This is an optimization exercise on Yosys and OpenROAD, whose aim is small area and a short achievable clock period, not a production implementation.
Where RTL was checked, it was by simulation tests only, not by an equivalence proof against the original.
Function not checked in run 1: the RTL went through the layout flow alone.
Power is estimated from default activity; no workload was simulated.

==> design.v <==
`timescale 1ns / 1ps
module radix3_fft(
    input clk,
    input rst,
    input in_valid,
    input [31:0] a_re,
    input [31:0] a_img,
    input [31:0] b_re,
    input [31:0] b_img,
    input [31:0] c_re,
    input [31:0] c_img,
    output out_valid,
    output [31:0] ao_re,
    output [31:0] ao_img,
    output [31:0] bo_re,
    output [31:0] bo_img,
    output [31:0] co_re,
    output [31:0] co_img
    );
parameter [5:0] R1 = 6'b011111;     
parameter [5:0] R2 = 6'b011111;     
parameter [4:0] RM = 5'b10111;      
parameter [5:0] R3 = 6'b011111;     
parameter H1 = 0;                   
parameter H3 = 1;                   
function integer cnt;
    input [31:0] x;
    integer i;
    begin
        cnt = 0;
        for (i = 0; i < 32; i = i + 1) cnt = cnt + x[i];
    end
endfunction
localparam L1 = cnt(R1);
localparam L2 = cnt(R2);
localparam LM = cnt(RM);
localparam L3 = cnt(R3);
localparam LMID = (L2 > LM) ? L2 : LM;
localparam LAT = L1 + LMID + L3;
reg [LAT-1:0] v;
always @(posedge clk) begin
    if (rst)
        v <= {LAT{1'b0}};
    else
        v <= {v[LAT-2:0], in_valid};
end
assign out_valid = v[LAT-1];
wire [31:0] s_re, s_img, d_re, d_img, a1_re, a1_img;
r3_pair #(.R(R1), .HEAVY(H1)) P1R (.clk(clk), .x(b_re),  .y(c_re),  .zp(s_re),  .zm(d_re));
r3_pair #(.R(R1), .HEAVY(H1)) P1I (.clk(clk), .x(b_img), .y(c_img), .zp(s_img), .zm(d_img));
r3_pipe #(.W(64), .N(L1)) DA (.clk(clk), .d({a_re, a_img}), .q({a1_re, a1_img}));
wire [31:0] ao2_re, ao2_img, p_re, p_img, m_re, m_img;
wire [31:0] ao3_re, ao3_img, p3_re, p3_img, m3_re, m3_img;
r3_st2 #(.R(R2)) S2R (.clk(clk), .a(a1_re),  .s(s_re),  .ao(ao2_re),  .p(p_re));
r3_st2 #(.R(R2)) S2I (.clk(clk), .a(a1_img), .s(s_img), .ao(ao2_img), .p(p_img));
r3_mul #(.R(RM)) MR (.clk(clk), .d(d_re),  .m(m_re));
r3_mul #(.R(RM)) MI (.clk(clk), .d(d_img), .m(m_img));
r3_pipe #(.W(128), .N(LMID - L2)) DP (.clk(clk), .d({ao2_re, ao2_img, p_re, p_img}),
                                      .q({ao3_re, ao3_img, p3_re, p3_img}));
r3_pipe #(.W(64), .N(LMID - LM)) DM (.clk(clk), .d({m_re, m_img}), .q({m3_re, m3_img}));
r3_pair #(.R(R3), .HEAVY(H3)) P3R (.clk(clk), .x(p3_re),  .y(m3_img), .zp(co_re),  .zm(bo_re));
r3_pair #(.R(R3), .HEAVY(H3)) P3I (.clk(clk), .x(p3_img), .y(m3_re),  .zp(bo_img), .zm(co_img));
r3_pipe #(.W(64), .N(L3)) DAO (.clk(clk), .d({ao3_re, ao3_img}), .q({ao_re, ao_img}));
endmodule
module r3_pipe #(parameter W = 32, parameter N = 1) (
    input clk,
    input [W-1:0] d,
    output [W-1:0] q
    );
generate
    if (N == 0) begin : g_wire
        assign q = d;
    end else begin : g_reg
        reg [W-1:0] r [0:N-1];
        integer i;
        always @(posedge clk) begin
            r[0] <= d;
            for (i = 1; i < N; i = i + 1) r[i] <= r[i-1];
        end
        assign q = r[N-1];
    end
endgenerate
endmodule
module r3_cut #(parameter W = 32, parameter EN = 1) (
    input clk,
    input [W-1:0] d,
    output [W-1:0] q
    );
generate
    if (EN) begin : g_reg
        reg [W-1:0] r;
        always @(posedge clk) r <= d;
        assign q = r;
    end else begin : g_wire
        assign q = d;
    end
endgenerate
endmodule
module r3_lzc (
    input [23:0] z,
    output [4:0] c
    );
wire [31:0] v = {z, 8'hff};
wire [15:0] a1; wire [15:0] c1;
wire [7:0] a2; wire [15:0] c2;
wire [3:0] a3; wire [11:0] c3;
wire [1:0] a4; wire [7:0] c4;
genvar i;
generate
    for (i = 0; i < 16; i = i + 1) begin : g1
        assign a1[i] = ~v[2*i+1] & ~v[2*i];
        assign c1[i] = ~v[2*i+1];
    end
    for (i = 0; i < 8; i = i + 1) begin : g2
        assign a2[i] = a1[2*i+1] & a1[2*i];
        assign c2[2*i+1:2*i] = a1[2*i+1] ? {1'b1, c1[2*i]} : {1'b0, c1[2*i+1]};
    end
    for (i = 0; i < 4; i = i + 1) begin : g3
        assign a3[i] = a2[2*i+1] & a2[2*i];
        assign c3[3*i+2:3*i] = a2[2*i+1] ? {1'b1, c2[4*i+1:4*i]} : {1'b0, c2[4*i+3:4*i+2]};
    end
    for (i = 0; i < 2; i = i + 1) begin : g4
        assign a4[i] = a3[2*i+1] & a3[2*i];
        assign c4[4*i+3:4*i] = a3[2*i+1] ? {1'b1, c3[6*i+2:6*i]} : {1'b0, c3[6*i+5:6*i+3]};
    end
endgenerate
assign c = a4[1] ? {1'b1, c4[3:0]} : {1'b0, c4[7:4]};
endmodule
module r3_norm1 (
    input [23:0] z,
    output [23:0] n,
    output [4:0] c,
    output zero
    );
assign zero = ~|z;
wire z16 = ~|z[23:8];
wire [23:0] n1 = z16 ? {z[7:0], 16'd0} : z;
wire z8 = ~|n1[23:16];
assign n = z8 ? {n1[15:0], 8'd0} : n1;
wire [4:0] lz;
r3_lzc L (.z(z), .c(lz));
assign c = zero ? 5'd0 : lz;
endmodule
module r3_norm2 (
    input [23:0] z,
    input [7:0] e,
    input [4:0] c,
    output [23:0] n,
    output [7:0] en
    );
wire z4 = ~|z[23:20];
wire [23:0] n3 = z4 ? {z[19:0], 4'd0} : z;
wire z2 = ~|n3[23:22];
wire [23:0] n4 = z2 ? {n3[21:0], 2'd0} : n3;
wire z1 = ~n4[23];
assign n = z1 ? {n4[22:0], 1'b0} : n4;
assign en = e - {3'd0, c};
endmodule
module r3_add #(parameter W = 24) (
    input [W-1:0] a,
    input [W-1:0] b,
    input ci,
    output [W:0] s
    );
localparam L = $clog2(W + 1);
wire [W:0] g [0:L];
wire [W:0] p [0:L];
assign g[0] = {a & b, ci};
assign p[0] = {a ^ b, 1'b0};
genvar k, i;
generate
    for (k = 0; k < L; k = k + 1) begin : lv
        for (i = 0; i <= W; i = i + 1) begin : nd
            if (i >= (1 << k)) begin : cmb
                assign g[k+1][i] = g[k][i] | (p[k][i] & g[k][i-(1<<k)]);
                assign p[k+1][i] = p[k][i] & p[k][i-(1<<k)];
            end else begin : pas
                assign g[k+1][i] = g[k][i];
                assign p[k+1][i] = p[k][i];
            end
        end
    end
endgenerate
assign s = {g[L][W], p[0][W:1] ^ g[L][W-1:0]};
endmodule
module r3_fin #(parameter [2:0] R = 0) (
    input clk,
    input [23:0] la,
    input [23:0] sa,
    input [23:0] ls,
    input [23:0] ss,
    input [7:0] ea,
    input [7:0] es,
    input same,
    input sgn,
    input sgnd,
    output [31:0] zp,
    output [31:0] zm
    );
wire [24:0] sum;
wire [24:0] dif_c;
r3_add #(.W(24)) AS (.a(la), .b(sa), .ci(1'b0), .s(sum));
r3_add #(.W(24)) AD (.a(ls), .b(~ss), .ci(1'b1), .s(dif_c));
wire [23:0] dif = dif_c[23:0];
wire [24:0] sum_d; wire [23:0] dif_d; wire [7:0] ea_d, es_d; wire same_d, sgn_d, sgnd_d;
r3_cut #(.W(25+24+8+8+3), .EN(R[0])) C0 (.clk(clk),
    .d({sum, dif, ea, es, same, sgn, sgnd}),
    .q({sum_d, dif_d, ea_d, es_d, same_d, sgn_d, sgnd_d}));
wire [23:0] dn1; wire [4:0] lz; wire zero;
r3_norm1 N1 (.z(dif_d), .n(dn1), .c(lz), .zero(zero));
wire [31:0] rs = {sgn_d, sum_d[24] ? ea_d + 8'd1 : ea_d, sum_d[24] ? sum_d[23:1] : sum_d[22:0]};
wire [23:0] dn1_e; wire [31:0] rs_e; wire [7:0] es_e; wire [4:0] lz_e; wire same_e, sgnd_e;
r3_cut #(.W(24+32+8+5+2), .EN(R[1])) C1 (.clk(clk),
    .d({dn1, rs, es_d, lz, same_d, sgnd_d}),
    .q({dn1_e, rs_e, es_e, lz_e, same_e, sgnd_e}));
wire [23:0] dn; wire [7:0] en;
r3_norm2 N2 (.z(dn1_e), .e(es_e), .c(lz_e), .n(dn), .en(en));
wire [31:0] rd = {sgnd_e, en, dn[22:0]};
wire [31:0] zp_e = same_e ? rs_e : rd;
wire [31:0] zm_e = same_e ? rd : rs_e;
r3_cut #(.W(64), .EN(R[2])) C2 (.clk(clk), .d({zp_e, zm_e}), .q({zp, zm}));
endmodule
module r3_pair #(parameter [5:0] R = 0, parameter HEAVY = 0) (
    input clk,
    input [31:0] x,
    input [31:0] y,
    output [31:0] zp,
    output [31:0] zm
    );
wire [31:0] xi, yi;
r3_cut #(.W(64), .EN(R[5])) C5 (.clk(clk), .d({x, y}), .q({xi, yi}));
wire [7:0] xe = xi[30:23], ye = yi[30:23];
wire [31:0] cxy; wire [8:0] sxy, syx;
r3_add #(.W(31)) CM (.a(xi[30:0]), .b(~yi[30:0]), .ci(1'b1), .s(cxy));
r3_add #(.W(8)) SX (.a(xe), .b(~ye), .ci(1'b1), .s(sxy));
r3_add #(.W(8)) SY (.a(ye), .b(~xe), .ci(1'b1), .s(syx));
wire xbig = cxy[31];
wire [7:0] dxy = sxy[7:0];
wire [7:0] dyx = syx[7:0];
wire zxy = (|dxy[7:5]) | (dxy[4] & dxy[3]);
wire zyx = (|dyx[7:5]) | (dyx[4] & dyx[3]);
wire same_a = ~(xi[31] ^ yi[31]);
wire sgn_a = xi[31];
wire [22:0] xf_b, yf_b; wire [4:0] sh; wire [7:0] ea;
wire xbig_b, shz, same_b, sgn_b;
generate
    if (HEAVY) begin : g_heavy
        r3_cut #(.W(23+23+5+8+4), .EN(R[0])) C0 (.clk(clk),
            .d({xi[22:0], yi[22:0], xbig ? dxy[4:0] : dyx[4:0], xbig ? xe : ye,
                xbig, xbig ? zxy : zyx, same_a, sgn_a}),
            .q({xf_b, yf_b, sh, ea, xbig_b, shz, same_b, sgn_b}));
    end else begin : g_light
        wire [7:0] xe_b, ye_b; wire [4:0] dxy_b, dyx_b; wire zxy_b, zyx_b;
        r3_cut #(.W(23+23+8+8+5+5+5), .EN(R[0])) C0 (.clk(clk),
            .d({xi[22:0], yi[22:0], xe, ye, dxy[4:0], dyx[4:0], xbig, zxy, zyx, same_a, sgn_a}),
            .q({xf_b, yf_b, xe_b, ye_b, dxy_b, dyx_b, xbig_b, zxy_b, zyx_b, same_b, sgn_b}));
        assign sh = xbig_b ? dxy_b : dyx_b;
        assign shz = xbig_b ? zxy_b : zyx_b;
        assign ea = xbig_b ? xe_b : ye_b;
    end
endgenerate
wire sgnd_b = sgn_b ^ ~xbig_b;
wire [22:0] lf = xbig_b ? xf_b : yf_b;
wire [22:0] sf = xbig_b ? yf_b : xf_b;
wire [23:0] sm = shz ? 24'd0 : ({1'b1, sf} >> sh);
wire [22:0] lf_c; wire [23:0] sm_c; wire same_c, sgn_c, sgnd_c; wire [7:0] e_c;
r3_cut #(.W(23+24+3+8), .EN(R[1])) C1 (.clk(clk),
    .d({lf, sm, same_b, sgn_b, sgnd_b, ea}),
    .q({lf_c, sm_c, same_c, sgn_c, sgnd_c, e_c}));
r3_fin #(.R(R[4:2])) F (.clk(clk), .la({1'b1, lf_c}), .sa(sm_c), .ls({1'b1, lf_c}), .ss(sm_c),
    .ea(e_c), .es(e_c), .same(same_c), .sgn(sgn_c), .sgnd(sgnd_c), .zp(zp), .zm(zm));
endmodule
module r3_st2 #(parameter [5:0] R = 0) (
    input clk,
    input [31:0] a,
    input [31:0] s,
    output [31:0] ao,
    output [31:0] p
    );
wire [31:0] ai, si;
r3_cut #(.W(64), .EN(R[5])) C5 (.clk(clk), .d({a, s}), .q({ai, si}));
wire sa = ai[31];
wire same = ~(ai[31] ^ si[31]);
wire [7:0] ea = ai[30:23];
wire [7:0] es = si[30:23];
wire [22:0] fa = ai[22:0];
wire [22:0] fs = si[22:0];
wire [8:0] t9, n9, e9; wire [23:0] f24;
r3_add #(.W(8)) SD (.a(ea), .b(~es), .ci(1'b1), .s(t9));
r3_add #(.W(8)) SN (.a(es), .b(~ea), .ci(1'b0), .s(n9));
r3_add #(.W(8)) SE (.a(es), .b(8'hff), .ci(1'b0), .s(e9));
r3_add #(.W(23)) CF (.a(fa), .b(~fs), .ci(1'b1), .s(f24));
wire tneg = ~t9[8];                 
wire [7:0] d0 = t9[7:0];            
wire [7:0] n1 = n9[7:0];            
wire [7:0] es1 = e9[7:0];           
wire esz = ~|es;
wire w = esz & ea[7];
wire mp1 = tneg | w;                
wire [7:0] sg = mp1 ? n1 : d0;
wire sgz = (|sg[7:5]) | (sg[4] & sg[3]);
wire feq0 = ~|d0;                   
wire feq1 = ~|n1;                   
wire fge = f24[23];
wire [7:0] e0 = tneg ? es : ea;
wire [7:0] e1 = (tneg | esz) ? es1 : ea;
wire abig0 = mp1 ? w : ~(feq0 & ~fge);
wire abig1 = mp1 ? (feq1 & fge) : ~esz;
wire [3:0] sel0 = mp1 ? (w ? 4'b0000 : 4'b0100) : (abig0 ? 4'b1000 : 4'b0010);
wire [3:0] sel1 = mp1 ? (abig1 ? 4'b0001 : 4'b1000) : (esz ? 4'b0000 : 4'b0100);
wire [22:0] fa_b, fs_b; wire [4:0] sg_b; wire [3:0] sel0_b, sel1_b; wire [7:0] e0_b, e1_b;
wire sgz_b, mp1_b, abig0_b, abig1_b, same_b, sa_b;
r3_cut #(.W(23+23+5+4+4+8+8+6), .EN(R[0])) C0 (.clk(clk),
    .d({fa, fs, sg[4:0], sel0, sel1, e0, e1, sgz, mp1, abig0, abig1, same, sa}),
    .q({fa_b, fs_b, sg_b, sel0_b, sel1_b, e0_b, e1_b, sgz_b, mp1_b, abig0_b, abig1_b, same_b, sa_b}));
wire [3:0] selA = same_b ? sel0_b : sel1_b;
wire [3:0] selS = same_b ? sel1_b : sel0_b;
wire abigA = same_b ? abig0_b : abig1_b;
wire abigS = same_b ? abig1_b : abig0_b;
wire [7:0] eA = same_b ? e0_b : e1_b;
wire [7:0] eS = same_b ? e1_b : e0_b;
wire sgnd = sa_b ^ ~abigS;
wire [23:0] ma = {1'b1, fa_b};
wire [23:0] ms = {1'b1, fs_b};
wire [23:0] xs = mp1_b ? ma : ms;
wire [23:0] base = sgz_b ? 24'd0 : (xs >> sg_b);
wire [23:0] base1 = {1'b0, base[23:1]};
wire [23:0] smA = ({24{selA[3]}} & base) | ({24{selA[2]}} & base1) |
                  ({24{selA[1]}} & ma) | ({24{selA[0]}} & ms);
wire [23:0] smS = ({24{selS[3]}} & base) | ({24{selS[2]}} & base1) |
                  ({24{selS[1]}} & ma) | ({24{selS[0]}} & ms);
wire [22:0] lfA = abigA ? fa_b : fs_b;
wire [22:0] lfS = abigS ? fa_b : fs_b;
wire [22:0] lfA_c, lfS_c; wire [23:0] smA_c, smS_c; wire [7:0] eA_c, eS_c; wire same_c, sa_c, sgnd_c;
r3_cut #(.W(2*(23+24+8)+3), .EN(R[1])) C1 (.clk(clk),
    .d({lfA, smA, eA, lfS, smS, eS, same_b, sa_b, sgnd}),
    .q({lfA_c, smA_c, eA_c, lfS_c, smS_c, eS_c, same_c, sa_c, sgnd_c}));
r3_fin #(.R(R[4:2])) F (.clk(clk), .la({1'b1, lfA_c}), .sa(smA_c), .ls({1'b1, lfS_c}), .ss(smS_c),
    .ea(eA_c), .es(eS_c), .same(same_c), .sgn(sa_c), .sgnd(sgnd_c), .zp(ao), .zm(p));
endmodule
module r3_mul #(parameter [4:0] R = 0) (
    input clk,
    input [31:0] d,
    output [31:0] m
    );
wire [31:0] di;
r3_cut #(.W(32), .EN(R[3])) C3 (.clk(clk), .d(d), .q(di));
wire [23:0] mm = {1'b1, di[22:0]};
wire [24:0] t, u25;
r3_add #(.W(24)) AT (.a(mm), .b({1'b0, mm[23:1]}), .ci(1'b0), .s(t));
r3_add #(.W(24)) AU (.a(mm), .b(~{4'd0, mm[23:4]}), .ci(1'b1), .s(u25));
wire [23:0] u = u25[23:0];
wire [7:0] e = di[30:23];
wire ez_a = (e == 8'd0);
wire byp1_a = (e == 8'd1) | ((e == 8'd255) & t[24]);
wire byp2_a = (e[7:1] == 7'd1) | (e[7:1] == 7'd2);    
wire [22:0] f_b; wire c1; wire [23:0] u_b; wire [7:0] e_b; wire sd_b, ez, byp1, byp2;
r3_cut #(.W(23+1+24+8+1+3), .EN(R[0])) C0 (.clk(clk),
    .d({di[22:0], t[24], u, e, di[31], ez_a, byp1_a, byp2_a}),
    .q({f_b, c1, u_b, e_b, sd_b, ez, byp1, byp2}));
wire u23 = u_b[23];
wire byp = byp1 | byp2;
wire nrm = ~byp & ~ez;
wire [23:0] m_b = {1'b1, f_b};
wire [23:0] s2 = u23 ? u_b : {u_b[22:0], 1'b0};
wire [24:0] o1 = {1'b0, byp1 ? s2 : m_b};
wire [24:0] o2 = nrm ? {2'd0, m_b[23:1]} : 25'd0;
wire [24:0] o3 = nrm ? {3'd0, u_b[23:3], 1'b0} : ez ? {2'd0, u_b[23:1]} : 25'd0;
wire cin = nrm & ~c1 & u_b[2];
wire sh = nrm & c1;
wire [7:0] e1 = byp2 ? e_b + 8'd250 :
                byp1 ? (e_b[1] ? 8'd252 : 8'd254) + {7'd0, u23} :
                ez   ? 8'd255 : e_b + {7'd0, c1};
wire sg = byp2 ? sd_b : ~sd_b;
wire [24:0] cs_s = o1 ^ o2 ^ o3;
wire [24:0] cs_c = (o1 & o2) | (o1 & o3) | (o2 & o3);
wire [24:0] cs_s_c, cs_c_c; wire cin_c, sh_c, sg_c; wire [7:0] e1_c;
r3_cut #(.W(25+25+3+8), .EN(R[1])) C1 (.clk(clk),
    .d({cs_s, cs_c, cin, sh, sg, e1}), .q({cs_s_c, cs_c_c, cin_c, sh_c, sg_c, e1_c}));
wire [25:0] w;
r3_add #(.W(25)) AW (.a(cs_s_c), .b({cs_c_c[23:0], cin_c}), .ci(1'b0), .s(w));
wire [25:0] w_d; wire sh_d, sg_d; wire [7:0] e1_d;
r3_cut #(.W(26+2+8), .EN(R[4])) C4 (.clk(clk),
    .d({w, sh_c, sg_c, e1_c}), .q({w_d, sh_d, sg_d, e1_d}));
wire [7:0] e0_d = e1_d - 8'd1;
wire [24:0] h = sh_d ? w_d[25:1] : w_d[24:0];
wire [31:0] m_e = {sg_d, h[24] ? e1_d : e0_d, h[24] ? h[23:1] : h[22:0]};
r3_cut #(.W(32), .EN(R[2])) C2 (.clk(clk), .d(m_e), .q(m));
endmodule
==> run.sh <==
#!/bin/bash
# synth_recipe.tcl (not shown) runs the flow's synth.tcl, then flattens the netlist and writes it again
# the make line also repeats each setting of config.mk as NAME=value (left out here)
make -C /OpenROAD-flow-scripts/flow DESIGN_CONFIG=/design/flow/config.mk WORK_HOME=/design/flow/orfs CLKGATE_MAP_FILE= SYNTH_SCRIPT=/design/flow/synth_recipe.tcl finish
==> config.mk <==
export PLATFORM = sky130hd
export DESIGN_NAME = radix3_fft
export DESIGN_NICKNAME = radix3_fft
export VERILOG_FILES = /design/flow/design.v
export SDC_FILE = /design/flow/constraint.sdc
export NUM_CORES = 8
export LEC_CHECK = 0
export CAP_MARGIN = 20
export CORE_MARGIN = 2
export CORE_UTILIZATION = 40
export SETUP_SLACK_MARGIN = 2.3
export SLEW_MARGIN = 20
==> constraint.sdc <==
create_clock -name core_clock -period 5.0 [get_ports {clk}]
set_input_delay 1.0000 -clock core_clock [delete_from_list [all_inputs] [get_ports {clk}]]
set_output_delay 1.0000 -clock core_clock [all_outputs]
set_load 0.01 [all_outputs]
==> impl_results.md, run 1 <==
* Fmax at 339 MHz
* CP bufs+invs at 0
* Ys async rst share at 0
* Post-DP HPWL at 230000 µm
* Final net count at 13.0k
* Final worst path period share at 0.590
* Crit path to: S2R.F.C0.g_reg.r[65]$_DFF_P_
* TritonCTS Sinks at 3165
* CP startpoint: S2R.C1.g_reg.r[90]$_DFF_P_
* Slowest-stage cell, CP: a221o_1
* Post-synthesis instance total at 11.5k
* Crit-path cells: ha_4 -> fa_2 -> a21o_1 -> a21oi_2 -> o21ai_1 -> a221o_1 -> a211oi_4 -> o41ai_4 -> a211o_1 -> a2111oi_4 -> nand3b_1
* Flop2flop setup slack at 2050 ps
* Tmin final at 2950 ps
* Relative slew slack at 0.281
* Setup TNS at 0 ps
* Die height at 560 µm
* GRT Overall Usage at 0.185
* Clock transition at path regs at 60 ps
* Pwr dens at 763 nW/µm²
* Max-slew violations at 0
* Synth warn at 22
* CTS tree: done
* Yosys reg bits at 3165
* Final ANT Viol Nets at 0
* Initial DRT Pass Iterations at 12
* RePlAce Congestion at 0.897
* Worst-Margin Slew at 1070 ps
* Root Buffer Master: clkbuf_16
* Layout area overhead at 19.1%
* Data required time of the critical path at 5880 ps
* Total CTS buffers at 332
* Worst-case clock buffer depth at 4
* Routed WL at 304000 µm
* Post-Syn Nets at 12.5k
* Post-Syn Area at 124000 µm²
* Initial antenna violation count at 32
* Most frequent cells in the layout: 3077 x dfxtp_1, 786 x inv_1, 774 x nor2_1, 656 x mux2_2
* Sequential area share after synthesis at 0.512
* Max_cap viols at 0
* Main synth FF type: dfxtp_1
* Status: finished clean
* Crit path DAT at 3830 ps
* Total power at 112000 µW
* Area share of the largest cell type after synthesis at 0.512
* Worst Hold Class: input port to register
* Layout cells sized above 1 at 0.175
* Number of synthesized flops with an enable pin at 0
* Cell taking the most area after synthesis: dfxtp_1
* # setup viols final at 0
* Htree depth at 5
* Worst vdd ir at 343 µV
* Drt first-iter violations at 5405
* Synth cell types at 100
* Starting Density at 0.401
* CP Depth at 11
* Die Area at 314000 µm²
* Lkg Pwr at 0.0629 µW
* Worst setup SP type: register
* Mean Syn Cell Area at 10.7 µm²
* Via density at 5.03
* Worst-path fanout max at 2
* Skew final at 62.8 ps
* Family with the most delay on the worst path: compound AO/OA/AOI/OAI gates
* FF-to-FF path depth at 11
* DR DRC count at 0
* Wirelength per Cell at 18.5 µm
* RSZ-0062 raised after global routing: yes
* Core area at 308000 µm²
* IO Port Bufs at 387
* Crit. End Element: register
* Pin count of the biggest net entering global routing at 88
* Commonest non-fill, non-tap cell in the layout: dfxtp_1
* Vias in the first global route at 82.9k
* Worst-Skew Late Latency at 950 ps
* Reg-to-reg startpoint: S2R.C1.g_reg.r[90]$_DFF_P_
* Endpoints failing hold at 0
* WS Path Type: register to register
* CP max stage delay at 420 ps
* R2r endpoint: S2R.F.C0.g_reg.r[65]$_DFF_P_
* Die W at 560 µm
* Row cnt at 204
* GRT overflow at 0
* Vias after detailed routing at 82.8k
* Largest cells by area after synthesis: dfxtp_1 51%, ha_1 7.0%, mux2_2 6.0%
* First-pass GRT wire length at 471000 µm
* I/O pins at 388
## synth_stat cells, drive strengths merged (46+ instances only)
cell type	number
o21ai	445
a21oi	684
nor2b	151
nor2	783
clkbuf	323
o21bai	97
a222oi	72
and3	46
dfxtp	3165
fa	70
nor4	59
xnor2	350
o211ai	47
nand2b	89
mux2i	535
a22o	63
a21o	198
xor2	152
nor3	134
ha	692
mux4	124
o21a	66
buf	118
o31ai	48
a221o	47
nand3	104
mux2	659
nand4	60
and2	119
inv	806
a211oi	83
nand2	621
## state kept, by name, summed over array words and instances (netlist names), 68 cells and up
| name | cells |
|---|---|
| S2R.F.C0.g_reg.r | 68 |
| P1I.g_light.C0.g_reg.r | 76 |
| DA.g_reg.r | 320 |
| S2I.F.C1.g_reg.r | 71 |
| S2R.C0.g_reg.r | 79 |
| S2I.C0.g_reg.r | 79 |
| S2I.F.C0.g_reg.r | 68 |
| S2R.F.C1.g_reg.r | 71 |
| P1R.F.C1.g_reg.r | 71 |
| P3R.F.C1.g_reg.r | 71 |
| P1R.g_light.C0.g_reg.r | 76 |
| P3I.F.C1.g_reg.r | 71 |
| P1I.F.C1.g_reg.r | 71 |
| S2I.C1.g_reg.r | 113 |
| S2R.C1.g_reg.r | 113 |
| DAO.g_reg.r | 320 |
## report_power, final
part	switching, µW	total, µW	internal [µW]
registers	8010	43500	35500
logic	22800	43100	20300
clock network	10400	25700	15300
total	41200	112000	71200
## per-stage QoR
| step | setup slack (ps) | area, µm² | utilization | std cells | hold WS [ps] |
|---|---|---|---|---|---|
| floorplan | 2090 | 124000 | - | 11500 | 310 |
| global placement | 1110 | 132000 | 0.427 | 15700 | 310 |
| detailed placement | 1130 | 132000 | 0.427 | 15700 | 312 |
| CTS | 2030 | 145000 | 0.470 | 16300 | 294 |
| global route | 1940 | 147000 | 0.478 | 16500 | 239 |
| finish | 2050 | 147000 | 0.478 | 16500 | 289 |
## how the worst min path moves through the flow
stage / endpoint / startpoint / slack, ps / cells past startpoint
2_1_floorplan: DM.g_reg.r[0][55]$_DFF_P_ / MR.C2.g_reg.r[23]$_DFF_P_ / 310 / 0
5_1_grt: P1R.g_light.C0.g_reg.r[15]$_DFF_P_ / c_re[23] / 240 / 1
3_5_place_dp: P3R.F.C1.g_reg.r[1]$_DFF_P_ / P3R.F.C0.g_reg.r[2]$_DFF_P_ / 310 / 0
3_3_place_gp: DAO.g_reg.r[3][47]$_DFF_P_ / DAO.g_reg.r[2][47]$_DFF_P_ / 310 / 0
4_1_cts: DA.g_reg.r[1][4]$_DFF_P_ / DA.g_reg.r[0][4]$_DFF_P_ / 290 / 0
6_report: P1R.g_light.C0.g_reg.r[15]$_DFF_P_ / c_re[23] / 290 / 1
## per-layer routing
| metal | part of all wire | wire (µm) | GRT usage | vias to the layer above |
|---|---|---|---|---|
| li1 | - | - | - | 41100 |
| met1 | 0.48 | 145000 | 0.255 | 39100 |
| met2 | 0.45 | 137000 | 0.301 | 2017 |
| met3 | 0.049 | 14800 | 0.0301 | 479 |
| met4 | 0.026 | 7940 | 0.0506 | 6 |
| met5 | 0.00013 | 39 | 0 | - |
## cells by family after synthesis
family / count (synthesis) / synth area share
buffers and inverters: 1251 / 0.0392
adders and majority gates: 762 / 0.0814
and+or+nand+nor: 2322 / 0.0883
muxes: 1318 / 0.126
AOI/OAI and AO/OA: 2211 / 0.117
xor gates and xnor gates: 502 / 0.0356
DFF: 3165 / 0.512
## layout make-up
class	instances	area, µm²
antenna	6	15.0
clock buffer	417	9110
clock inverter	182	2490
fill	28000	161000
inverter	810	3070
multi-input combinational	7120	58100
sequential	3165	63600
tap	4120	5150
timing repair buffer	643	5780
timing repair inverter	2	15.0
## repair_timing
item                                    4_1_cts  5_1_grt
cloned                                        6        2
resized for setup                           535      330
setup buffers                                74      120
hold buffers                                  0        0
endpoints found under the setup margin      803      358
pin swaps                                   111      203
==> run 2: changes to the inputs <==
--- a/design.v
+++ b/design.v
@@ -157,31 +157,4 @@
 assign en = e - {3'd0, c};
 endmodule
-module r3_add #(parameter W = 24) (
-    input [W-1:0] a,
-    input [W-1:0] b,
-    input ci,
-    output [W:0] s
-    );
-localparam L = $clog2(W + 1);
-wire [W:0] g [0:L];
-wire [W:0] p [0:L];
-assign g[0] = {a & b, ci};
-assign p[0] = {a ^ b, 1'b0};
-genvar k, i;
-generate
-    for (k = 0; k < L; k = k + 1) begin : lv
-        for (i = 0; i <= W; i = i + 1) begin : nd
-            if (i >= (1 << k)) begin : cmb
-                assign g[k+1][i] = g[k][i] | (p[k][i] & g[k][i-(1<<k)]);
-                assign p[k+1][i] = p[k][i] & p[k][i-(1<<k)];
-            end else begin : pas
-                assign g[k+1][i] = g[k][i];
-                assign p[k+1][i] = p[k][i];
-            end
-        end
-    end
-endgenerate
-assign s = {g[L][W], p[0][W:1] ^ g[L][W-1:0]};
-endmodule
 module r3_fin #(parameter [2:0] R = 0) (
     input clk,
@@ -198,9 +171,6 @@
     output [31:0] zm
     );
-wire [24:0] sum;
-wire [24:0] dif_c;
-r3_add #(.W(24)) AS (.a(la), .b(sa), .ci(1'b0), .s(sum));
-r3_add #(.W(24)) AD (.a(ls), .b(~ss), .ci(1'b1), .s(dif_c));
-wire [23:0] dif = dif_c[23:0];
+wire [24:0] sum = {1'b0, la} + {1'b0, sa};
+wire [23:0] dif = ls - ss;
 wire [24:0] sum_d; wire [23:0] dif_d; wire [7:0] ea_d, es_d; wire same_d, sgn_d, sgnd_d;
 r3_cut #(.W(25+24+8+8+3), .EN(R[0])) C0 (.clk(clk),
@@ -231,11 +201,7 @@
 r3_cut #(.W(64), .EN(R[5])) C5 (.clk(clk), .d({x, y}), .q({xi, yi}));
 wire [7:0] xe = xi[30:23], ye = yi[30:23];
-wire [31:0] cxy; wire [8:0] sxy, syx;
-r3_add #(.W(31)) CM (.a(xi[30:0]), .b(~yi[30:0]), .ci(1'b1), .s(cxy));
-r3_add #(.W(8)) SX (.a(xe), .b(~ye), .ci(1'b1), .s(sxy));
-r3_add #(.W(8)) SY (.a(ye), .b(~xe), .ci(1'b1), .s(syx));
-wire xbig = cxy[31];
-wire [7:0] dxy = sxy[7:0];
-wire [7:0] dyx = syx[7:0];
+wire xbig = xi[30:0] >= yi[30:0];
+wire [7:0] dxy = xe - ye;
+wire [7:0] dyx = ye - xe;
 wire zxy = (|dxy[7:5]) | (dxy[4] & dxy[3]);
 wire zyx = (|dyx[7:5]) | (dyx[4] & dyx[3]);
@@ -286,13 +252,9 @@
 wire [22:0] fa = ai[22:0];
 wire [22:0] fs = si[22:0];
-wire [8:0] t9, n9, e9; wire [23:0] f24;
-r3_add #(.W(8)) SD (.a(ea), .b(~es), .ci(1'b1), .s(t9));
-r3_add #(.W(8)) SN (.a(es), .b(~ea), .ci(1'b0), .s(n9));
-r3_add #(.W(8)) SE (.a(es), .b(8'hff), .ci(1'b0), .s(e9));
-r3_add #(.W(23)) CF (.a(fa), .b(~fs), .ci(1'b1), .s(f24));
-wire tneg = ~t9[8];                 
+wire [8:0] t9 = {1'b0, ea} - {1'b0, es};
+wire tneg = t9[8];                  
 wire [7:0] d0 = t9[7:0];            
-wire [7:0] n1 = n9[7:0];            
-wire [7:0] es1 = e9[7:0];           
+wire [7:0] n1 = es + ~ea;           
+wire [7:0] es1 = es - 8'd1;
 wire esz = ~|es;
 wire w = esz & ea[7];
@@ -302,5 +264,5 @@
 wire feq0 = ~|d0;                   
 wire feq1 = ~|n1;                   
-wire fge = f24[23];
+wire fge = fa >= fs;
 wire [7:0] e0 = tneg ? es : ea;
 wire [7:0] e1 = (tneg | esz) ? es1 : ea;
@@ -347,8 +309,6 @@
 r3_cut #(.W(32), .EN(R[3])) C3 (.clk(clk), .d(d), .q(di));
 wire [23:0] mm = {1'b1, di[22:0]};
-wire [24:0] t, u25;
-r3_add #(.W(24)) AT (.a(mm), .b({1'b0, mm[23:1]}), .ci(1'b0), .s(t));
-r3_add #(.W(24)) AU (.a(mm), .b(~{4'd0, mm[23:4]}), .ci(1'b1), .s(u25));
-wire [23:0] u = u25[23:0];
+wire [24:0] t = {1'b0, mm} + {2'b0, mm[23:1]};
+wire [23:0] u = mm - {4'd0, mm[23:4]};
 wire [7:0] e = di[30:23];
 wire ez_a = (e == 8'd0);
@@ -378,6 +338,5 @@
 r3_cut #(.W(25+25+3+8), .EN(R[1])) C1 (.clk(clk),
     .d({cs_s, cs_c, cin, sh, sg, e1}), .q({cs_s_c, cs_c_c, cin_c, sh_c, sg_c, e1_c}));
-wire [25:0] w;
-r3_add #(.W(25)) AW (.a(cs_s_c), .b({cs_c_c[23:0], cin_c}), .ci(1'b0), .s(w));
+wire [25:0] w = {1'b0, cs_s_c} + {cs_c_c, cin_c};
 wire [25:0] w_d; wire sh_d, sg_d; wire [7:0] e1_d;
 r3_cut #(.W(26+2+8), .EN(R[4])) C4 (.clk(clk),
--- a/config.mk
+++ b/config.mk
@@ -9,4 +9,6 @@
 export CORE_MARGIN = 2
 export CORE_UTILIZATION = 40
+export CTS_CLUSTER_DIAMETER = 80
+export CTS_CLUSTER_SIZE = 24
 export SETUP_SLACK_MARGIN = 2.3
 export SLEW_MARGIN = 20
==> run 2 against run 1 <==
Against the previous run:
- sequential cell count stayed put
- critical path depth shrank 3
- still clean on timing, DRC and antenna
- via count down 2.1%
- largest cell class unchanged
- die area down 0.14%
- register-to-register slack better by 170 ps
- largest power group is now combinational cells
- clock power shrank 38%
- clock-buffer cell count down 219
==> impl_results.md, run 2 <==
* Layout area overhead at 14.4%
* Data required time of the critical path at 5720 ps (-160 ps)
* Metal2 WL at 135000 µm (-1.4%)
* Crit path to: S2I.C1.g_reg.r[17]$_DFF_P_
* Post-DP HPWL at 234000 µm (+1.5%)
* Post-Syn Area at 123000 µm² (-0.14%)
* Relative slew slack at 0.174 (-0.107)
* Mean Syn Cell Area at 10.8 µm² (+0.31%)
* Layout cells sized above 1 at 0.159 (-0.0161)
* Worst-Margin Slew at 1200 ps (+131 ps)
* Internal at 63300 µW (-11%)
* Drt first-iter violations at 5267 (-2.6%)
* Main synth FF type: dfxtp_1
* Clock network power share at 0.154 (-0.074)
* Cells after DPL at 15.6k (-0.43%)
* Comb power frac at 0.428 (+0.044)
* CP startpoint: S2I.C0.g_reg.r[4]$_DFF_P_
* Core area at 307000 µm² (-0.57%)
* DR DRC count at 0 (unchanged)
* Final Cell Area at 141000 µm² (-4.1%)
* Commonest non-fill, non-tap cell in the layout: dfxtp_1
* Cell taking the most area after synthesis: dfxtp_1
* Area share of the largest cell type after synthesis at 0.513 (+0.000711)
* Sequential area share after synthesis at 0.513 (+0.000711)
* Largest cells by area after synthesis: dfxtp_1 51%, ha_1 6.9%, mux2_2 6.2%
* I/O pins at 388 (unchanged)
* Switch share at 0.384 (+0.0172)
* Yosys reg bits at 3165 (unchanged)
* Die Area at 313000 µm² (-0.14%)
* Flop2flop setup slack at 2220 ps (+170 ps)
* Total CTS buffers at 178 (-46%)
* # setup viols final at 0 (unchanged)
* IO Port Bufs at 387 (unchanged)
* Via density at 5.05 (+0.44%)
* Vias after detailed routing at 81.1k (-2.1%)
* Starting Density at 0.403 (+0.00175)
* Ys async rst share at 0 (unchanged)
* Tmin final at 2780 ps (-172 ps)
* Status: finished clean
* Final net count at 12.8k (-1.8%)
* Post-Layout Cell Count at 16.1k (-2.5%)
* Row cnt at 203 (-0.49%)
* Crit path DAT at 3500 ps (-330 ps)
* Htree depth at 4 (-1)
* Cts hold-fix bufs at 0 (unchanged)
* Die height at 560 µm (about the same)
* Number of synthesized flops with an enable pin at 0 (unchanged)
* Final worst path period share at 0.556 (-0.0344)
* Synth warn at 17 (-23%)
* First-pass GRT wire length at 465000 µm (-1.2%)
* Final ANT Viol Nets at 0 (unchanged)
* Root Buffer Master: clkbuf_16
* Fmax at 360 MHz (+6.2%)
* Endpoints failing hold at 0 (unchanged)
* CTS tree: done
* Largest regs: DA.g_reg.r: 320 flops, DAO.g_reg.r: 320 flops
* Pwr dens at 728 nW/µm² (-4.6%)
* Worst-case clock buffer depth at 4 (unchanged)
* Post-synthesis instance total at 11.5k (-0.44%)
* Met3 Routed Length at 13600 µm (-7.9%)
* Worst setup SP type: register
* Routed WL at 303000 µm (-0.39%)
* FF-to-FF path depth at 8 (-3)
* Sequential share of power at 0.418 (+0.030)
* Post-Syn Nets at 12.4k (-0.41%)
* RePlAce Congestion at 0.897 (unchanged)
* Vias in the first global route at 79.8k (-3.7%)
* Dpl cell area at 132000 µm² (about the same)
* Worst-path fanout max at 6 (+4)
* Synth cell types at 94 (-6.0%)
* Commonest cells post-synth: 3165 x dfxtp_1, 817 x inv_1, 797 x nor2_1
* R2r endpoint: S2I.C1.g_reg.r[17]$_DFF_P_
* Wirelength per Cell at 18.9 µm (+2.1%)
* Max_cap viols at 0 (unchanged)
* Most frequent cells in the layout: 3077 x dfxtp_1, 793 x inv_1, 783 x nor2_1, 665 x mux2_2, 645 x a21oi_1
* Crit. End Element: register
* Lkg Pwr at 0.0597 µW (-5.1%)
* TritonCTS Sinks at 3165 (unchanged)
* Worst-Skew Late Latency at 900 ps (-50 ps)
* Uppermost layer routed: met5
* RSZ-0062 raised after global routing: yes
* GRT overflow at 0 (unchanged)
* Clock transition at path regs at 90 ps (+30 ps)
* Post-Route M1 WL at 147000 µm (+1.7%)
* Pin count of the biggest net entering global routing at 88 (unchanged)
* Initial DRT Pass Iterations at 10 (-2)
* Max-slew violations at 0 (unchanged)
* WS Path Type: register to register
* Layout fillers at 28.2k (+0.73%)
* Top-count cell post-synth: dfxtp_1
* Worst vdd ir at 298 µV (-13%)
* Reg-to-reg startpoint: S2I.C0.g_reg.r[4]$_DFF_P_
* Setup TNS at 0 ps (unchanged)
* Worst Hold Class: register to register
* Initial antenna violation count at 23 (-28%)
* Sw power at 39400 µW (-4.2%)
* GRT Overall Usage at 0.184 (-0.000966)
* Die W at 560 µm (about the same)
* Skew final at 57.7 ps (-5.08 ps)
run 2: cell count changes after synthesis, moves of 16 or more:
cell,previous run,this run
mux2_2,659,675
o21ai_0,425,392
nand2_1,621,504
clkbuf_1,323,360
a21oi_1,681,703
o21ai_1,19,66
nor2_1,777,797
a22o_1,63,44
run 2: timing repair:
item,4_1_cts,5_1_grt
setup endpoints to repair,744,332
pin swaps,61,200
gates cloned,2,8
buffers inserted,74,89
gates resized for setup,488,411
run 2: how the worst min path moves through the flow:
stage	start	to	slack [ps]	cells after the start
3_5_place_dp	S2R.F.C0.g_reg.r[2]$_DFF_P_	S2R.F.C1.g_reg.r[1]$_DFF_P_	310	0
4_1_cts	DAO.g_reg.r[0][31]$_DFF_P_	DAO.g_reg.r[1][31]$_DFF_P_	300	0
6_report	DAO.g_reg.r[3][30]$_DFF_P_	DAO.g_reg.r[4][30]$_DFF_P_	290	0
2_1_floorplan	DA.g_reg.r[0][0]$_DFF_P_	DA.g_reg.r[1][0]$_DFF_P_	310	0
5_1_grt	DAO.g_reg.r[0][31]$_DFF_P_	DAO.g_reg.r[1][31]$_DFF_P_	290	0
3_3_place_gp	DA.g_reg.r[1][31]$_DFF_P_	DA.g_reg.r[2][31]$_DFF_P_	310	0
run 2: logic make-up (layout without fill, tap and decap cells):
kind of cell	count (synthesis)	after routing	synth area share
AO/OA/AOI/OAI	2219	2219	0.116
buffers and inverters	1272	1721	0.0394
multiplexers	1336	1336	0.128
other	0	27	0
flip-flops	3165	3165	0.513
XOR/XNOR	504	504	0.0358
AND/OR/NAND/NOR	2222	2223	0.0853
adder cells (fa/ha/maj)	762	762	0.0820
run 2: cell type report:
| class | instances | area [µm²] | area share |
|---|---|---|---|
| clock buffer | 198 | 4690 | 0.0332 |
| sequential | 3165 | 63500 | 0.450 |
| clock inverter | 68 | 922 | 0.00653 |
| tap | 4100 | 5130 | 0.0363 |
| multi-input combinational | 7044 | 58000 | 0.411 |
| antenna | 27 | 67.6 | 0.000478 |
| timing repair buffer | 635 | 5790 | 0.0410 |
| inverter | 820 | 3100 | 0.0219 |
run 2: per-layer routing:
layer,GRT usage,up-vias
li1,-,40400
met1,0.262,38400
met2,0.296,1882
met3,0.0245,396
met4,0.0451,18
met5,0,-
run 2: per-stage QoR:
stage	util	hold slack, ps	power [µW]	setup WS (ps)
2_1_floorplan	-	310	69900	2230
3_3_place_gp	0.429	310	83400	823
3_5_place_dp	0.429	312	84100	1410
4_1_cts	0.453	296	101000	2190
5_1_grt	0.461	290	110000	2120
6_report	0.461	287	103000	2220
run 2: power groups by stage:
stage	Combinational (µW)	Sequential, µW	Clock (µW)
after detailed placement	40400	43600	0
after floorplan	30000	39900	0
after global placement	39900	43500	0
final	43900	42900	15900
after CTS	41700	43000	16400
after global routing	48400	44100	17300
run 2: worst max-delay path: stages (launching register included):
cell	delay (ps)
dfxtp_4	390
buf_12	130
mux4_2	500
mux2_2	330
mux4_2	490
nor2b_4	150
o21ba_4	220
a222oi_1	300
o21ai_1	110
==> run 3: changes to the inputs <==
--- a/config.mk
+++ b/config.mk
@@ -11,4 +11,5 @@
 export CTS_CLUSTER_DIAMETER = 80
 export CTS_CLUSTER_SIZE = 24
+export PLACE_DENSITY = 0.7
 export SETUP_SLACK_MARGIN = 2.3
 export SLEW_MARGIN = 20
==> run 3 against run 2 <==
Against the previous run:
- final cell count hardly changed
- utilization is 0.23 points lower
- register-to-register slack better by 30 ps
- largest cell class unchanged
- synthesized cell count stayed put
- total power is 1.8% lower
- non-clock buffer count is 6 higher
- critical endpoint is now P3R.F.C0.g_reg.r[41]$_DFF_P_
- sequential power hardly changed
- design area is 0.50% lower
- global-route usage is 1.6 points lower
- wire length is 8.3% lower
- sequential cell count stayed put
==> impl_results.md, run 3 <==
* Post-Syn Nets at 12.4k (unchanged)
* Die Area at 313000 µm² (unchanged)
* Skew final at 56.0 ps (-1.68 ps)
* Setup WS post-layout at 2250 ps (+28.0 ps)
* Worst-case clock buffer depth at 4 (unchanged)
* CP startpoint: P3R.C1.g_reg.r[35]$_DFF_P_
* Main synth FF type: dfxtp_1
* Worst vdd ir at 321 µV (+7.8%)
* IO Port Bufs at 387 (unchanged)
* Crit path DAT at 3560 ps (+60 ps)
* Worst-Margin Slew at 1140 ps (-65.3 ps)
* Clock network power share at 0.154 (about the same)
* CTS tree: done
* Status: finished clean
* WS Path Type: register to register
* FF-to-FF path depth at 12 (+4)
* Max-slew violations at 0 (unchanged)
* Starting Density at 0.403 (unchanged)
* Layout fillers at 28.3k (+0.13%)
* Post-synthesis instance total at 11.5k (unchanged)
* Initial antenna violation count at 27 (+17%)
* Reg-to-reg startpoint: P3R.C1.g_reg.r[35]$_DFF_P_
* Cells after DPL at 15.6k (-0.019%)
* Final worst path period share at 0.550 (-0.00559)
* Lkg Pwr at 0.0595 µW (-0.24%)
* Cell taking the most area after synthesis: dfxtp_1
* Placement Setup Slack at 1550 ps (+144 ps)
* Sequential share of power at 0.426 (+0.008)
* Worst Hold Class: register to register
* Sw power at 38100 µW (-3.3%)
* Post-Syn Area at 123000 µm² (unchanged)
* Core area at 307000 µm² (unchanged)
* Comb power frac at 0.420 (-0.008)
* Most frequent cells in the layout: 3079 x dfxtp_1, 798 x inv_1, 787 x nor2_1, 669 x mux2_2, 659 x a21oi_1
* Switch share at 0.378 (-0.00610)
* Post-DP HPWL at 210000 µm (-10%)
* Hold Path Depth at 0 (unchanged)
* Relative slew slack at 0.237 (+0.0630)
* Final ANT Viol Nets at 0 (unchanged)
* Clock transition at path regs at 90 ps (about the same)
* Synth cell types at 94 (unchanged)
* Final net count at 12.8k (+0.055%)
* Pin count of the biggest net entering global routing at 88 (unchanged)
* # setup viols final at 0 (unchanged)
* Layout area overhead at 13.8%
* Fmax at 364 MHz (+1.0%)
* Row cnt at 203 (unchanged)
* Routed WL at 278000 µm (-8.3%)
* Commonest non-fill, non-tap cell in the layout: dfxtp_1
* Max_cap viols at 0 (unchanged)
* I/O pins at 388 (unchanged)
* Setup TNS at 0 ps (unchanged)
* Tmin final at 2750 ps (-28.0 ps)
* Crit. End Element: register
* Core Util, Final at 0.458 (-0.00228)
* Sequential area share after synthesis at 0.513 (unchanged)
* Wirelength per Cell at 17.3 µm (-8.3%)
* Crit path to: P3R.F.C0.g_reg.r[41]$_DFF_P_
* Worst-path fanout max at 3 (-3)
* Commonest cells post-synth: 3165 x dfxtp_1, 817 x inv_1, 797 x nor2_1
* Internal at 62800 µW (-0.79%)
* Worst setup SP type: register
* Largest regs: DA.g_reg.r: 320 flops, DAO.g_reg.r: 320 flops
* Total CTS buffers at 176 (-1.1%)
* Flop2flop setup slack at 2250 ps (+30 ps)
* Layout cells sized above 1 at 0.152 (-0.00693)
* Die height at 560 µm (unchanged)
* Htree depth at 4 (unchanged)
* Met3 Routed Length at 13600 µm (about the same)
* Drt first-iter violations at 5837 (+11%)
* Largest cells by area after synthesis: dfxtp_1 51%, ha_1 6.9%, mux2_2 6.2%
* Endpoints failing hold at 0 (unchanged)
* GRT overflow at 0 (unchanged)
* Vias in the first global route at 75.6k (-5.4%)
* Ys async rst share at 0 (unchanged)
* Initial DRT Pass Iterations at 9 (-1)
* Metal2 WL at 119000 µm (-12%)
* Register Area at 63500 µm² (about the same)
* RePlAce Congestion at 0.917 (+2.2%)
* Top-count cell post-synth: dfxtp_1
* Root Buffer Master: clkbuf_16
* RSZ-0062 raised after global routing: yes
* Via density at 4.99 (-1.2%)
* Post-Route M1 WL at 134000 µm (-8.9%)
* TritonCTS Sinks at 3165 (unchanged)
* Die W at 560 µm (unchanged)
* DR DRC count at 0 (unchanged)
* Area share of the largest cell type after synthesis at 0.513 (unchanged)
* R2r endpoint: P3R.F.C0.g_reg.r[41]$_DFF_P_
* GRT Overall Usage at 0.169 (-0.0156)
* Post-Layout Cell Count at 16.0k (-0.093%)
* Pwr dens at 718 nW/µm² (-1.3%)
* Yosys reg bits at 3165 (unchanged)
* Synth warn at 17 (unchanged)
* Worst-Skew Late Latency at 890 ps (about the same)
* Uppermost layer routed: met5
* Cts hold-fix bufs at 0 (unchanged)
* Area of the multi-input gates at 57500 µm² (-0.73%)
* Data required time of the critical path at 5810 ps (+90 ps)
* First-pass GRT wire length at 429000 µm (-7.9%)
* Number of synthesized flops with an enable pin at 0 (unchanged)
* Mean Syn Cell Area at 10.8 µm² (unchanged)
* Vias after detailed routing at 80.0k (-1.3%)
## run 3: cell counts after synthesis
No cell type changed its count.
## run 3: how the worst min path moves through the flow
stage | startpoint | end | slack (ps)
final | DA.g_reg.r[0][0]$_DFF_P_ | DA.g_reg.r[1][0]$_DFF_P_ | 290
after global routing | DA.g_reg.r[0][0]$_DFF_P_ | DA.g_reg.r[1][0]$_DFF_P_ | 300
after CTS | MI.C2.g_reg.r[6]$_DFF_P_ | DM.g_reg.r[0][6]$_DFF_P_ | 300
after detailed placement | P3R.F.C0.g_reg.r[2]$_DFF_P_ | P3R.F.C1.g_reg.r[1]$_DFF_P_ | 310
after global placement | P3I.F.C0.g_reg.r[2]$_DFF_P_ | P3I.F.C1.g_reg.r[1]$_DFF_P_ | 310
after floorplan | DA.g_reg.r[0][0]$_DFF_P_ | DA.g_reg.r[1][0]$_DFF_P_ | 310
## run 3: power groups by stage
| stage | Combinational, µW | Sequential (µW) | Clock (µW) |
|---|---|---|---|
| final | 42400 | 43000 | 15500 |
| after global routing | 46800 | 44200 | 16900 |
| after CTS | 40000 | 43000 | 16000 |
| after detailed placement | 39200 | 43600 | 0 |
| after global placement | 38800 | 43400 | 0 |
| after floorplan | 30000 | 39900 | 0 |
## run 3: kinds of logic after synthesis
group / after synthesis / share of synthesized area
compound gates: 2219 / 0.116
xor+xnor: 504 / 0.0358
fa+ha+maj: 762 / 0.0820
buf+inv: 1272 / 0.0394
flops: 3165 / 0.513
mux: 1336 / 0.128
simple gates: 2222 / 0.0853
## run 3: timing repair
| action | 4_1_cts | 5_1_grt |
|---|---|---|
| resized for setup | 432 | 362 |
| buffers inserted | 73 | 107 |
| pin swaps | 74 | 199 |
| setup endpoints to repair | 732 | 280 |
| gates cloned | 3 | 2 |
## run 3: cell type report
| class | instances | area share |
|---|---|---|
| Sequential cell | 3165 | 0.452 |
| Tap cell | 4100 | 0.0365 |
| Clock buffer | 196 | 0.0328 |
| Clock inverter | 59 | 0.00596 |
| Timing Repair Buffer | 641 | 0.0406 |
| Multi-Input combinational cell | 7044 | 0.410 |
| Antenna cell | 14 | 0.000249 |
| Inverter | 820 | 0.0220 |
| Timing Repair inverter | 3 | 0.000142 |
## run 3: worst max-delay path: stages, from the launching register on
cell and delay, ps:
dfxtp_2 350, inv_2 60, ha_4 130, fa_2 200, nor2b_2 50, o31a_1 290, o41ai_4 300, a211oi_2 130
o31ai_2 330, a211oi_2 140, o41ai_2 370, nand4b_1 190, o311ai_2 120
## run 3: metal layers
layer,vias to the layer above,GRT usage
met5,-,0
met4,18,0.0676
met3,400,0.0214
met2,2048,0.258
met1,37100,0.241
li1,40400,-
## run 3: stage by stage
stage          power (µW)  hold WS, ps  area, µm²
3_3_place_gp        82200          309     131000
6_report           101000          292     141000
5_1_grt            108000          296     141000
3_5_place_dp        82800          312     131000
2_1_floorplan       69900          310     124000
4_1_cts             99000          295     138000
==> run 4: changes to the inputs <==
--- a/config.mk
+++ b/config.mk
@@ -8,8 +8,7 @@
 export CAP_MARGIN = 20
 export CORE_MARGIN = 2
-export CORE_UTILIZATION = 40
+export CORE_UTILIZATION = 50
 export CTS_CLUSTER_DIAMETER = 80
 export CTS_CLUSTER_SIZE = 24
-export PLACE_DENSITY = 0.7
 export SETUP_SLACK_MARGIN = 2.3
 export SLEW_MARGIN = 20
==> run 4 against run 3 <==
Against the previous run:
- utilization up 11 points
- sequential power about the same
- critical path depth down 1
- still clean on timing, DRC and antenna
- maximum frequency down 1.9%
- sequential cell count unchanged
- wire length up 5.9%
- largest cell class unchanged
==> impl_results.md, run 4 <==
* TritonCTS Sinks at 3165 (unchanged)
* Routed WL at 294000 µm (+5.9%)
* IO Port Bufs at 387 (unchanged)
* Largest regs: DA.g_reg.r: 320 flops, DAO.g_reg.r: 320 flops
* Die height at 501 µm (-10%)
* Skew final at 39.1 ps (-17.0 ps)
* Layout cells sized above 1 at 0.156 (+0.00484)
* Pin count of the biggest net entering global routing at 88 (unchanged)
* Vias in the first global route at 77.7k (+2.8%)
* Htree depth at 4 (unchanged)
* Crit path DAT at 3560 ps (about the same)
* CTS tree: done
* Tmin final at 2800 ps (+54.1 ps)
* Max_cap viols at 0 (unchanged)
* GRT Overall Usage at 0.225 (+0.0563)
* Crit. End Element: register
* Root Buffer Master: clkbuf_16
* WS Path Type: register to register
* Fmax at 357 MHz (-1.9%)
* Max-slew violations at 0 (unchanged)
* Sw power at 38800 µW (+1.9%)
* Cell taking the most area after synthesis: dfxtp_1
* First-pass GRT wire length at 449000 µm (+4.7%)
* Worst vdd ir at 376 µV (+17%)
* Ys async rst share at 0 (unchanged)
* Drt first-iter violations at 5429 (-7.0%)
* Core area at 246000 µm² (-20%)
* Endpoints failing hold at 0 (unchanged)
* # setup viols final at 0 (unchanged)
* Status: finished clean
* Largest cells by area after synthesis: dfxtp_1 51%, ha_1 6.9%, mux2_2 6.2%
* Wirelength per Cell at 19.4 µm (+12%)
* Final Cell Area at 140000 µm² (-0.57%)
* Worst setup SP type: register
* Clock transition at path regs at 90 ps (about the same)
* RSZ-0062 raised after global routing: yes
* Setup WS post-layout at 2200 ps (-54.1 ps)
* Dpl cell area at 130000 µm² (-0.73%)
* Sequential area share after synthesis at 0.513 (unchanged)
* Register Area at 63500 µm² (about the same)
* Comb power frac at 0.430 (+0.010)
* Synth cell types at 94 (unchanged)
* Top-count cell post-synth: dfxtp_1
* Sequential share of power at 0.422 (-0.004)
* Post-Syn Nets at 12.4k (unchanged)
* Layout area overhead at 13.2%
* Row cnt at 182 (-10%)
* Worst-Skew Late Latency at 880 ps (about the same)
* Worst-path fanout max at 3 (unchanged)
* Post-Syn Area at 123000 µm² (unchanged)
* Placement Setup Slack at 1470 ps (-80.5 ps)
* Post-DP HPWL at 227000 µm (+8.2%)
* DR DRC count at 0 (unchanged)
* Worst Hold Class: register to register
* Worst-case clock buffer depth at 3 (-1)
* CP max stage delay at 380 ps (about the same)
* Slowest-stage cell, CP: dfxtp_4
* Commonest non-fill, non-tap cell in the layout: dfxtp_1
* Yosys reg bits at 3165 (unchanged)
* Mean Syn Cell Area at 10.8 µm² (unchanged)
* Area of the multi-input gates at 58000 µm² (+0.79%)
* Crit-path cells: inv_2 -> ha_4 -> nor2b_4 -> o31a_1 -> o31ai_4 -> a21boi_2 -> a221oi_2 -> o21ai_2 -> a211o_1 -> a31o_1 -> xor2_2
* I/O pins at 388 (unchanged)
* Initial DRT Pass Iterations at 9 (unchanged)
* Number of synthesized flops with an enable pin at 0 (unchanged)
* Internal at 62700 µW (-0.20%)
* Area share of the largest cell type after synthesis at 0.513 (unchanged)
* Data required time of the critical path at 5760 ps (-50 ps)
* RePlAce Congestion at 0.885 (-3.5%)
* Setup TNS at 0 ps (unchanged)
* Clock network power share at 0.148 (-0.006)
* Family with the most delay on the worst path: compound AO/OA/AOI/OAI gates
* CP bufs+invs at 1 (unchanged)
* Vias after detailed routing at 80.5k (+0.58%)
* Final net count at 12.8k (-0.070%)
* Total CTS buffers at 169 (-4.0%)
* Relative slew slack at 0.101 (-0.136)
* Switch share at 0.383 (+0.00497)
* Synth warn at 17 (unchanged)
* Post-synthesis instance total at 11.5k (unchanged)
* Main synth FF type: dfxtp_1
* Worst-Margin Slew at 1330 ps (+194 ps)
* Pwr dens at 727 nW/µm² (+1.2%)
* Via density at 5.31 (+6.4%)
* Die Area at 251000 µm² (-20%)
* Commonest cells post-synth: 3165 x dfxtp_1, 817 x inv_1, 797 x nor2_1
* Initial antenna violation count at 31 (+15%)
* Lkg Pwr at 0.0595 µW (about the same)
* Most frequent cells in the layout: 3076 x dfxtp_1, 799 x inv_1, 787 x nor2_1, 664 x mux2_2, 644 x a21oi_1
* Final ANT Viol Nets at 0 (unchanged)
* GRT overflow at 0 (unchanged)
* Layout fillers at 21.1k (-25%)
* Final worst path period share at 0.561 (+0.0108)
* Starting Density at 0.503 (+0.0998)
* Die W at 501 µm (-10%)
-- run 4: cell counts after synthesis --
No cell type changed its count.
-- run 4: layer usage --
metal  part of all wire  track usage  vias to the layer above
li1                   -            -                    40400
met1               0.49        0.327                    37900
met2               0.45        0.358                     1750
met3              0.043       0.0282                      342
met4              0.020       0.0484                       24
met5            0.00056            0                        -
-- run 4: cells by family after synthesis --
kind of cell,count (synthesis),share of synthesized area
AO/OA/AOI/OAI,2219,0.116
XOR/XNOR,504,0.0358
adder cells (fa/ha/maj),762,0.0820
buffers and inverters,1272,0.0394
flip-flops,3165,0.513
multiplexers,1336,0.128
AND/OR/NAND/NOR,2222,0.0853
-- run 4: final timing paths --
check | startpoint | endpoint | slack [ps] | cells after the start
max | S2R.C1.g_reg.r[12]$_DFF_P_ | S2R.F.C0.g_reg.r[42]$_DFF_P_ | 2200 | 11
min | DA.g_reg.r[1][34]$_DFF_P_ | DA.g_reg.r[2][34]$_DFF_P_ | 320 | 0
max reg2reg | S2R.C1.g_reg.r[12]$_DFF_P_ | S2R.F.C0.g_reg.r[42]$_DFF_P_ | 2200 | 11
min reg2reg | DA.g_reg.r[1][34]$_DFF_P_ | DA.g_reg.r[2][34]$_DFF_P_ | 320 | 0
-- run 4: area by class of cell --
type	count	share of cell area
timing repair buffer	637	0.0411
tap	3220	0.0288
clock inverter	63	0.00605
antenna	24	0.000430
multi-input combinational	7048	0.415
timing repair inverter	1	0.0000537
sequential	3165	0.455
clock buffer	189	0.0315
inverter	820	0.0221
-- run 4: power by group through the flow --
stage	logic, µW	clock network (µW)	registers, µW
after floorplan	30000	0	39900
after global placement	39900	0	43300
after detailed placement	40400	0	43500
after CTS	41700	15600	42800
after global routing	48100	16400	44000
final	43700	15100	42800
-- run 4: through the flow --
stage	power, µW	hold slack, ps	util	instances
after floorplan	69900	310	-	11500
after global placement	83200	310	0.531	14700
after detailed placement	83800	312	0.531	14700
after CTS	100000	324	0.559	15100
after global routing	109000	327	0.568	15200
final	102000	319	0.569	15200
-- run 4: repair_timing --
action,CTS,global route
hold buffers,0,0
setup buffers,82,87
gates resized for setup,506,372
endpoints found under the setup margin,752,323
pin swaps,88,199
gates cloned,2,5
==> run 5: changes to the inputs <==
--- a/config.mk
+++ b/config.mk
@@ -8,7 +8,7 @@
 export CAP_MARGIN = 20
 export CORE_MARGIN = 2
-export CORE_UTILIZATION = 50
+export CORE_UTILIZATION = 40
 export CTS_CLUSTER_DIAMETER = 80
 export CTS_CLUSTER_SIZE = 24
-export SETUP_SLACK_MARGIN = 2.3
+export SETUP_SLACK_MARGIN = 2.4
 export SLEW_MARGIN = 20
==> run 5 against run 4 <==
Against the previous run:
- final cell count up 6.9%
- wire length up 5.7%
- highest routed layer unchanged
- via count up 1.7%
- total power up 4.4%
- sequential power up 0.9%
- area after synthesis unchanged
- largest power group unchanged
- non-clock buffer count up 145
- still clean
- sequential share of layout area down 1.3 points
==> impl_results.md, run 5 <==
* FF-to-FF path depth at 12 (+1)
* WS Path Type: register to register
* Number of synthesized flops with an enable pin at 0 (unchanged)
* Total power at 106000 µW (+4.4%)
* Post-Layout Cell Count at 16.2k (+6.9%)
* Die W at 560 µm (+12%)
* # setup viols final at 0 (unchanged)
* Setup TNS at 0 ps (unchanged)
* Die Area at 313000 µm² (+25%)
* Post-synthesis adder-cell area fraction at 0.0820 (unchanged)
* Lkg Pwr at 0.0607 µW (+2.0%)
* Final worst path period share at 0.561 (about the same)
* Drt first-iter violations at 5048 (-7.0%)
* Initial DRT Pass Iterations at 9 (unchanged)
* RSZ-0062 raised after global routing: yes
* TritonCTS Sinks at 3165 (unchanged)
* Worst setup SP type: register
* Status: finished clean
* Layout cells sized above 1 at 0.188 (+0.0320)
* IO Port Bufs at 387 (unchanged)
* Root Buffer Master: clkbuf_16
* Post-synthesis instance total at 11.5k (unchanged)
* Routed WL at 311000 µm (+5.7%)
* CP Depth at 12 (+1)
* Mux cell area share after synthesis at 0.128 (unchanged)
* Worst Hold Class: register to register
* Commonest non-fill, non-tap cell in the layout: dfxtp_1
* Tmin final at 2800 ps (+0.530 ps)
* Post-Syn Nets at 12.4k (unchanged)
* GRT overflow at 0 (unchanged)
* Placement Setup Slack at 1080 ps (-396 ps)
* Via density at 5.05 (-4.8%)
* Post-Syn Area at 123000 µm² (unchanged)
* Commonest cells post-synth: 3165 x dfxtp_1, 817 x inv_1, 797 x nor2_1
* Clock transition at path regs at 80 ps (about the same)
* Flop2flop setup slack at 2200 ps (about the same)
* DR DRC count at 0 (unchanged)
* Core area at 307000 µm² (+25%)
* Synth Area in XOR/XNOR at 0.0358 (unchanged)
* Htree depth at 4 (unchanged)
* Synth warn at 17 (unchanged)
* Cell taking the most area after synthesis: dfxtp_1
* Largest cells by area after synthesis: dfxtp_1 51%, ha_1 6.9%, mux2_2 6.2%
* Final net count at 13.0k (+1.2%)
* Relative slew slack at 0.229 (+0.128)
* Vias in the first global route at 80.9k (+4.1%)
* CP most frequent cell: o41ai_2
* Crit path DAT at 3620 ps (+60 ps)
* Largest family of logic cells by synthesized area: multiplexers
* Main synth FF type: dfxtp_1
* Pin count of the biggest net entering global routing at 88 (unchanged)
* Area share of the largest cell type after synthesis at 0.513 (unchanged)
* Max-slew violations at 0 (unchanged)
* Yosys reg bits at 3165 (unchanged)
* Worst-case clock buffer depth at 4 (+1)
* Starting Density at 0.403 (-0.0998)
* Layout area overhead at 16.7%
* RePlAce Congestion at 0.896 (+1.2%)
* CTS tree: done
* GRT Overall Usage at 0.189 (-0.0365)
* Wirelength per Cell at 19.2 µm (-1.1%)
* Top-count cell post-synth: dfxtp_1
* Max_cap viols at 0 (unchanged)
* I/O pins at 388 (unchanged)
* Family with the most delay on the worst path: compound AO/OA/AOI/OAI gates
* Die height at 560 µm (+12%)
* Synth cell types at 94 (unchanged)
* Data required time of the critical path at 5810 ps (+50 ps)
* Endpoints failing hold at 0 (unchanged)
* Initial antenna violation count at 31 (unchanged)
* Worst-Margin Slew at 1150 ps (-183 ps)
* Cells after DPL at 15.6k (+5.9%)
* First-pass GRT wire length at 474000 µm (+5.7%)
* Sequential area share after synthesis at 0.513 (unchanged)
* Largest regs: DA.g_reg.r: 320 flops, DAO.g_reg.r: 320 flops
* Worst-path fanout max at 2 (-1)
* Hold Path Depth at 0 (unchanged)
* Post-DP HPWL at 235000 µm (+3.6%)
* Worst-Skew Late Latency at 900 ps (+20 ps)
* Crit-path cells: ha_4 -> inv_2 -> fa_2 -> nor2_4 -> o21ai_2 -> nand4_1 -> nand2_2 -> o41ai_4 -> o41ai_2 -> o41ai_2 -> o221ai_2 -> xnor2_1
* Fraction of the mapped netlist area in compound gates at 0.116 (unchanged)
* Vias after detailed routing at 81.9k (+1.7%)
* Fmax at 357 MHz (about the same)
* Row cnt at 203 (+12%)
* Most frequent cells in the layout: 3045 x dfxtp_1, 779 x inv_1, 775 x nor2_1, 649 x mux2_2, 616 x a21oi_1
* Simple-Gate Fraction of Synth Area at 0.0853 (unchanged)
* Pwr dens at 735 nW/µm² (+1.2%)
* Core Util, Final at 0.470 (-0.0984)
* Slowest-stage cell, CP: fa_2
* Mean Syn Cell Area at 10.8 µm² (unchanged)
* Crit. End Element: register
* CP bufs+invs at 1 (unchanged)
* CP max stage delay at 410 ps (+30 ps)
* Final ANT Viol Nets at 0 (unchanged)
* Total CTS buffers at 179 (+5.9%)
* Worst vdd ir at 286 µV (-24%)
* Setup WS post-layout at 2200 ps (-0.530 ps)
* Ys async rst share at 0 (unchanged)
* Skew final at 50.5 ps (+11.5 ps)
==> run 5: cell counts after synthesis <==
Identical to the previous run, type by type.
==> run 5: path summary, 6_finish.rpt <==
path                                     start                           end
setup / recovery    P3R.C1.g_reg.r[35]$_DFF_P_  P3R.F.C0.g_reg.r[65]$_DFF_P_
hold / removal    S2I.F.C2.g_reg.r[63]$_DFF_P_    DAO.g_reg.r[0][31]$_DFF_P_
setup reg to reg    P3R.C1.g_reg.r[35]$_DFF_P_  P3R.F.C0.g_reg.r[65]$_DFF_P_
hold reg to reg   S2I.F.C2.g_reg.r[63]$_DFF_P_    DAO.g_reg.r[0][31]$_DFF_P_
==> run 5: cell families after synthesis <==
group | after synthesis
AOI/OAI and AO/OA | 2219
xor gates and xnor gates | 504
adders and majority gates | 762
buffers and inverters | 1272
DFF | 3165
muxes | 1336
and+or+nand+nor | 2222
==> run 5: worst reg2reg max path, cell delays in order, from the launching register on <==
cell	delay, ps
dfxtp_4	370
ha_4	130
inv_2	40
fa_2	410
nor2_4	130
o21ai_2	80
nand4_1	140
nand2_2	90
o41ai_4	410
o41ai_2	160
o41ai_2	390
o221ai_2	180
xnor2_1	210
==> run 5: through the flow <==
step                area [µm²]  hold slack, ps
finish                  144000             301
global route            144000             304
CTS                     141000             293
detailed placement      132000             312
global placement        132000             310
floorplan               124000             310
==> run 5: layout make-up <==
type                            instances  area, µm²
Antenna cell                           27       67.6
Clock buffer                          197       4640
Clock inverter                         72        962
Fill cell                           28100     162000
Inverter                              820       3100
Multi-Input combinational cell       7049      59500
Sequential cell                      3165      63600
Tap cell                             4100       5130
Timing Repair Buffer                  782       7140
Timing Repair inverter                  1       7.51
==> run 5: layer usage <==
metal	GRT usage	share of wire	up-vias
met1	0.266	0.48	38800
met3	0.0238	0.043	407
met2	0.304	0.45	1912
met4	0.0496	0.025	8
li1	-	-	40700
met5	0	0.00015	-
==> run 5: repair_timing <==
| item | 4_1_cts | 5_1_grt |
|---|---|---|
| gates cloned | 11 | 5 |
| resized for setup | 737 | 584 |
| endpoints found under the setup margin | 852 | 443 |
| pin swaps | 201 | 347 |
| buffers inserted | 169 | 145 |
| hold buffers | 0 | 0 |
==> run 5: power breakdown <==
part,switching [µW],internal [µW]
combinational,24500,22400
sequential,7600,35600
clock,8710,7190
total,40800,65100

Check on run 5: ideal ports give 2.195 ns setup slack; a clkbuf_16 on the clock port and buf_2 on the inputs give 2.195 ns; moving port delays by the midpoint clock arrival (0.978 ns) as well gives 1.584 ns.
